This is an optimization exercise on Yosys and OpenROAD, whose aim is small area and a short achievable clock period, not a production implementation.
At most, simulation tests tie the RTL to the original design; equivalence was not proved.
Power and IR drop assume default switching activity.

== build 92 ==
// cayde_top
module cayde_top ( input logic clk, rst,
		   input logic [31:0] imem_rdata,
		   output logic [8:0] imem_addr,
		   output logic [31:0] out
		 );
	logic [8:2] pc;
	logic [32*32-1:32] regs, nxt;
	logic [31:1] sel1, sel2, seld, en, nen;
	logic [31:0] an, bn, imm, wd;
	logic [4:0] shamtn;
	logic legal;
	always_ff @(posedge clk)
		if (rst) pc <= 7'b0;
		else pc <= pc + 7'b1;
	assign imem_addr = {pc, 2'b00};
	cayde_dec5 dec_rs1 (.idx(imem_rdata[19:15]), .en(1'b1), .oh(sel1));
	cayde_dec5 dec_rs2 (.idx(imem_rdata[24:20]), .en(imem_rdata[5]), .oh(sel2));
	cayde_dec5 dec_rd  (.idx(imem_rdata[11:7]), .en(1'b1), .oh(seld));
	cayde_legal legality (.instr(imem_rdata), .legal(legal));
	assign imm = {{20{imem_rdata[31]}}, imem_rdata[31:20]};
	cayde_rdport rd1 (.sel({1'b0, sel1}), .regs(regs), .extra(32'b0), .rdata_n(an));
	cayde_rdport rd2 (.sel({~imem_rdata[5], sel2}), .regs(regs), .extra(imm), .rdata_n(bn));
	cayde_rdport #(5) rd2s (.sel({~imem_rdata[5], sel2}), .regs(regs), .extra(imm), .rdata_n(shamtn));
	cayde core (.instr(imem_rdata), .an(an), .bn(bn), .shamtn(shamtn), .result(out));
	assign wd  = rst ? 32'b0 : out;
	assign en  = {31{rst}} | ({31{legal}} & seld);
	assign nen = ~en;
	genvar i;
	generate
		for (i = 1; i < 32; i = i + 1) begin : g_x
			cayde_wrmux wr (.en(en[i]), .nen(nen[i]), .d(wd), .q(regs[32*i +: 32]), .nxt(nxt[32*i +: 32]));
		end
	endgenerate
	always_ff @(posedge clk)
		regs <= nxt;
endmodule
Size: roughly 1,000 flip-flops, roughly 75 I/O pins.
clock: 13.0 ns
lec_check: 0
cap_margin: 20
core_margin: 2
core_utilization: 40
place_density: 0.6
setup_slack_margin: 5
slew_margin: 20
synth_hierarchical: 1
run.sh (not shown) runs the stock make flow with config.mk's settings and CLKGATE_MAP_FILE= SYNTH_SCRIPT=/design/flow/synth_recipe.tcl, a recipe that flattens the netlist after the stock synthesis.
Build 92 went all the way through synthesis, placement and routing and the layout is clean on timing, DRC and antenna.
For build 77, these inputs were changed with respect to build 92:
-- flow/config.mk --
<<< build 92, line 15
>>> build 77, line 15
export TNS_END_PERCENT = 0
==> comparison <==
Build 77 completed end to end with timing, DRC and antenna clean. Minimum clock period (lower): build 92. Cmp build 77 vs build 92: fraction of final layout cells with drive strength greater than 1 lower in build 77. Share of the clock period used by the worst path delta (build 92 -> build 77): insignificant. Build 92 -> build 77: count of clock-buffer cells in the layout increased by a few percent. Total power: build 77 better than build 92. Looking at number of inserted diodes, build 77 sits 4 below build 92. [build 77 vs build 92] number of optimization iterations in the first detailed-route pass: lower in build 77. Min peak supply drop across build 92 and build 77: build 77. Build 77 — share of the final layout cell area in sequential cells 1.7 points higher, build 92 as reference.
For build 18, these inputs were changed with respect to build 77:
-- flow/config.mk --
<<< build 77, line 11
>>> build 18, line 11
export CTS_BUF_LIST = sky130_fd_sc_hd__clkbuf_16
export CTS_CLUSTER_DIAMETER = 80
export CTS_CLUSTER_SIZE = 24
Results
- Build 18 finished end to end and its layout was clean on timing, DRC and antenna.
- Between build 77 and build 18, the area share of buffers outside the clock network figures differ only marginally.
- Going from build 77 to build 18, sequential share of layout area increased 1.3 points, wire length decreased 1.6%, clock transition time at the flip-flop clock pins of the worst setup and hold paths increased 0.03 ns.
- Of the two values seen for critical path capture point, out[0] was produced by build 77 and out[26] by build 18.
- Looking at number of buffers created by CTS, build 18 sits about 50% below build 77.

---

cayde_top, a different RTL version from the one above (not shown whole).
Size in the first run: about 75 I/O pins.
==> flow/config.mk <==
export PLATFORM = sky130hd
export DESIGN_NAME = cayde_top
export DESIGN_NICKNAME = cayde_top
export VERILOG_FILES = /design/flow/design.v
export SDC_FILE = /design/flow/constraint.sdc
export NUM_CORES = 4
export LEC_CHECK = 0
export CAP_MARGIN = 20
export CORE_MARGIN = 2
export CORE_UTILIZATION = 40
export PLACE_DENSITY = 0.6
export SETUP_SLACK_MARGIN = 5
export SLEW_MARGIN = 20
export SYNTH_HIERARCHICAL = 1
==> flow/constraint.sdc <==
create_clock -name core_clock -period 13.0 [get_ports {clk}]
set_input_delay 2.6000 -clock core_clock [delete_from_list [all_inputs] [get_ports {clk}]]
set_output_delay 2.6000 -clock core_clock [all_outputs]
set_load 0.01 [all_outputs]
==> next run, changes <==
--- a/flow/config.mk
+++ b/flow/config.mk
@@ -10,0 +11,2 @@
+export CTS_BUF_LIST = sky130_fd_sc_hd__clkbuf_8
+export CTS_CLUSTER_SIZE = 20
Effect: The new run went through all stages and came out clean; power is lower by a few percent; sequential share of layout area is about the same; flip-flop and latch count does not change; worst setup slack improved by 110 ps; clock-buffer cell count came out higher by 64; hold slack hardly moves.
No functional check of the RTL was part of any run of this note.

## static timing again, ports no longer ideal
Ports are ideal in the flow. The routed layouts listed here were re-timed in OpenROAD.
Step 1: set_driving_cell puts a clkbuf_16 on clk and a buf_2 on each other input, an assumption about the parent block.
Step 2 times the ports against the registers' clock, not the clock port: input delays grow and output delays shrink by t, the midpoint of the rising clock arrivals with the driver on.
Slacks: ideal / step 1 / step 2; pairs: ideal / step 1.
run	shift t [ns]	setup slack, ns	slew at the worst register clock pin (ns)
build 92	0.803	3.052 / 2.928 / 2.928	0.07 / 0.07
build 77	0.781	3.038 / 2.911 / 2.911	0.07 / 0.07
build 18	0.766	2.990 / 2.917 / 2.917	0.11 / 0.11
the first run of note 2	0.808	1.893 / 1.805 / 1.805	0.07 / 0.07
the second run of note 2	0.973	2.008 / 1.892 / 1.892	0.10 / 0.10
After both steps every run listed still meets setup and hold. The setup slack of build 77, which loses most, moves by -0.127 ns with the drivers and by -0.127 ns with both steps.
